This is an optimization exercise on Yosys and OpenROAD, whose aim is a short achievable clock period and few clock cycles, not a production implementation. The RTL was checked by simulation tests, not by an equivalence proof against the original design. Power is estimated from default activity; no workload was simulated.

== run C ==
// top_proc
module top_proc #(parameter [31:0] INITIAL_PC = 32'h00400000)
  (
    output wire [31:0] PC,             
    output wire [31:0] dAddress,       
    output wire [31:0] dWriteData,     
    output wire MemRead,               
    output wire MemWrite,              
    input wire clk,                    
    input wire rst,                    
    input wire [31:0] instr,           
    input wire [31:0] dReadData);
clock: 13.0 ns
lec_check: 0
abc_clock_period_in_ps: 3000
cap_margin: 20
core_margin: 2
core_utilization: 40
place_density: 0.6
slew_margin: 20
synth_hierarchical: 1
standard.sh (not shown) runs the stock make flow with config.mk's settings and CLKGATE_MAP_FILE= SYNTH_SCRIPT=/design/flow/synth_recipe.tcl, a recipe that flattens the netlist after the stock synthesis.
==> flow/flow/run.sh <==
#!/bin/bash
# The standard layout, with timing repair aiming well past the design's
# clock period (setup margin), so that the achieved period is as short as
# the design allows. The constraints are the design's own.
set -euo pipefail
MARGIN=$(cat flow/margin.txt)
bash standard.sh SETUP_SLACK_MARGIN=$MARGIN finish > standard_flow.log 2>&1
==> flow/flow/margin.txt <==
9.3
Per the final summary, run C finished and its layout is clean on timing, DRC and antenna.
Testbench counts of run C, summed over its fixed seeds: cycles 16,524.
> inputs changed (run C -> run B)
diff --git a/flow/design.v b/flow/design.v
--- a/flow/design.v
+++ b/flow/design.v
@@ -166,41 +166,34 @@
                 .op1(op1), .op2(op2), .cin(sub_e),
                 .sop1(sop1), .shamt(shamt), .arith(arith_e), .sel(sel_e),
                 .asel(asel_e), .wsel(wsel_e));
   wire eq_e = (cmp1 == cmp2);
   wire zero_e;           
   sum_zero sum_zero_inst (.z(zero_e), .a(op1), .b(op2));
   wire mispred = br_e & (eq_e ^ pred_e);
-  reg        mp_r;
-  reg [31:2] alt_r;
-  always @(posedge clk) begin
-    mp_r  <= ~rst & mispred;
-    alt_r <= alt_e;
-  end
   wire dep = lw_e & (((rd_e == rs1) & use1) | ((rd_e == rs2) & use2));
   wire redo = rp_e;
   wire        near  = (instr[30:26] == {5{instr[31]}}) & (instr[7] == instr[31]);
   wire        pred;      
   wire [31:2] alt_e = pred_e ? pc_e + 30'd1 : pc_e + imm_e[31:2];
   wire [31:7] hi_p, hi_m;
   wire [31:2] next, altr;
   pc_early #(.INITIAL_PC(INITIAL_PC)) pc_early_inst (
-    .pc(pc_f), .pcn(pcn_f), .alt(redo ? pc_e : alt_r), .rst(rst),
+    .pc(pc_f), .pcn(pcn_f), .alt(redo ? pc_e : alt_e), .rst(rst),
     .hi_p(hi_p), .hi_m(hi_m), .next(next), .altr(altr));
   wire [31:2] npc;
-  pc_late #(.LO(2), .HI(31)) pc_late_inst (
+  pc_late pc_late_inst (
     .instr(instr), .pc(pc_f), .hi_p(hi_p), .hi_m(hi_m),
-    .next(next), .altr(altr), .red(mp_r | redo | rst),
-    .rd_e(rd_e), .add_e(add_e), .zero_e(zero_e), .npc(npc));
-  pc_pred pc_pred_inst (.taken(pred), .instr(instr), .rd_e(rd_e), .add_e(add_e), .zero_e(zero_e));
+    .next(next), .altr(altr), .red(mispred | redo | rst),
+    .rd_e(rd_e), .add_e(add_e), .zero_e(zero_e), .pred(pred), .npc(npc));
   always @(posedge clk) begin
     pc_out <= npc;
     pcn_f  <= ~npc;
   end
-  wire go = ~mispred & ~mp_r & ~redo;
+  wire go = ~mispred & ~redo;
   wire ex = go & ~dep;    
   wire use_imm = is_i | is_lw | is_sw;
   always @(posedge clk) begin
     if (rst) begin
       we_e <= 1'b0; lw_e <= 1'b0; ld_e <= 1'b0; st_e <= 1'b0; br_e <= 1'b0;
       rp_e <= 1'b0; add_e <= 1'b0;
     end else begin
@@ -284,53 +277,39 @@
    output wire [31:2] next,
    output wire [31:2] altr);
   assign hi_p = pc[31:7] + 25'd1;
   assign hi_m = ~(pcn[31:7] + 25'd1);    
   assign next = pc + 30'd1;
   assign altr = rst ? INITIAL_PC[31:2] : alt;
 endmodule
-module pc_late #(parameter LO = 2, parameter HI = 31)
+module pc_late
   (input wire [31:0] instr,
    input wire [31:2] pc,
    input wire [31:7] hi_p,
    input wire [31:7] hi_m,
    input wire [31:2] next,
    input wire [31:2] altr,
    input wire red,              
    input wire [4:0] rd_e,       
    input wire add_e,            
    input wire zero_e,           
-   output wire [HI:LO] npc);
-  wire taken;
-  pc_pred pc_pred_inst (.taken(taken), .instr(instr), .rd_e(rd_e), .add_e(add_e), .zero_e(zero_e));
+   output wire pred,            
+   output wire [31:2] npc);
+  wire near  = (instr[30:26] == {5{instr[31]}}) & (instr[7] == instr[31]);
+  wire [4:0] rs1 = instr[19:15];
+  wire [4:0] rs2 = instr[24:20];
+  wire fused = add_e & (((rs1 == rd_e) & (rs2 == 5'd0)) | ((rs2 == rd_e) & (rs1 == 5'd0)));
+  assign pred = near & (fused ? zero_e : ((rs1 == rs2) | instr[31]));
+  wire taken = (instr[6:0] == 7'b1100011) & pred;
   wire [6:2] off = {instr[26:25], instr[11:9]};
   wire [7:2] lo  = {1'b0, pc[6:2]} + {1'b0, off};
   wire [31:7] hi_c0 = instr[31] ? hi_m : pc[31:7];
   wire [31:7] hi_c1 = instr[31] ? pc[31:7] : hi_p;
   wire [31:2] tgt = {lo[7] ? hi_c1 : hi_c0, lo[6:2]};
-  pc_mux #(.W(HI - LO + 1)) pc_mux_inst (
-    .y(npc), .red(red), .taken(taken), .a(altr[HI:LO]), .b(tgt[HI:LO]), .c(next[HI:LO]));
-endmodule
-module pc_mux #(parameter W = 1)
-  (output wire [W-1:0] y, input wire red, input wire taken,
-   input wire [W-1:0] a, input wire [W-1:0] b, input wire [W-1:0] c);
-  assign y = red ? a : taken ? b : c;
-endmodule
-module pc_pred
-  (output wire taken,
-   input wire [31:0] instr,
-   input wire [4:0] rd_e,
-   input wire add_e,
-   input wire zero_e);
-  wire beq  = (instr[6:0] == 7'b1100011);
-  wire near = (instr[30:26] == {5{instr[31]}}) & (instr[7] == instr[31]);
-  wire [4:0] rs1 = instr[19:15];
-  wire [4:0] rs2 = instr[24:20];
-  wire fused = add_e & (((rs1 == rd_e) & (rs2 == 5'd0)) | ((rs2 == rd_e) & (rs1 == 5'd0)));
-  assign taken = beq & near & ((fused & zero_e) | (~fused & ((rs1 == rs2) | instr[31])));
+  assign npc = red ? altr : taken ? tgt : next;
 endmodule
 module opmux #(parameter W = 32)
   (output wire [W-1:0] y,
    input wire [W-1:0] a, b, c, d,
    input wire sa, sb, sc, sd);
   assign y = ({W{sa}} & a) | ({W{sb}} & b) | ({W{sc}} & c) | ({W{sd}} & d);
 endmodule
### Flow results
- Taking run C as the reference, in run B share of power burned in the clock network has decreased, fraction of layout instances using a drive strength above 1 now sits higher.
- The area of the placeable core in run B was lower than what run C gave.
- Re share of total power in combinational logic: run C was lower than run B.
- For run B, the source of the critical timing path was instr[24], unlike run C, where it was instr[5].
- In the reports for run B and run C, the larger number of buffers outside the clock class in the layout belongs to run B.
- Routed wire length on met3 sits lower in run B than in run C.
- For total of buffers placed on input and output ports, run C and run B come out practically identical.
Testbench counts of run B, summed over its fixed seeds: cycles 16,470.

afterwards: timing with drivers on the ports:
No port has a modelled driver above. Below, the same layouts with a new extraction and two added sets of constraints. Step 1 sets driving cells, clkbuf_16 on the clock port and buf_2 on the other inputs (assumed; they add their load-dependent delay and slew). Step 2 times the ports against the registers' clock, not the clock port: input delays grow and output delays shrink by t, the midpoint of the rising clock arrivals with the driver on. Three values: no drivers, after step 1, after step 2; two values: the first two.
run | t, ns | setup WS [ns] | slew at the worst register clock pin (ns) | pins driven straight from the clock port
run C | 0.897 | 9.067 / 8.927 / 8.029 | 0.07 / 0.07 | 1
run B | 0.910 | 9.071 / 8.909 / 7.999 | 0.08 / 0.08 | 1
After both steps every run listed still meets setup and hold. The setup slack of run B, which loses most, moves by -0.162 ns with the drivers and by -1.072 ns with both steps.
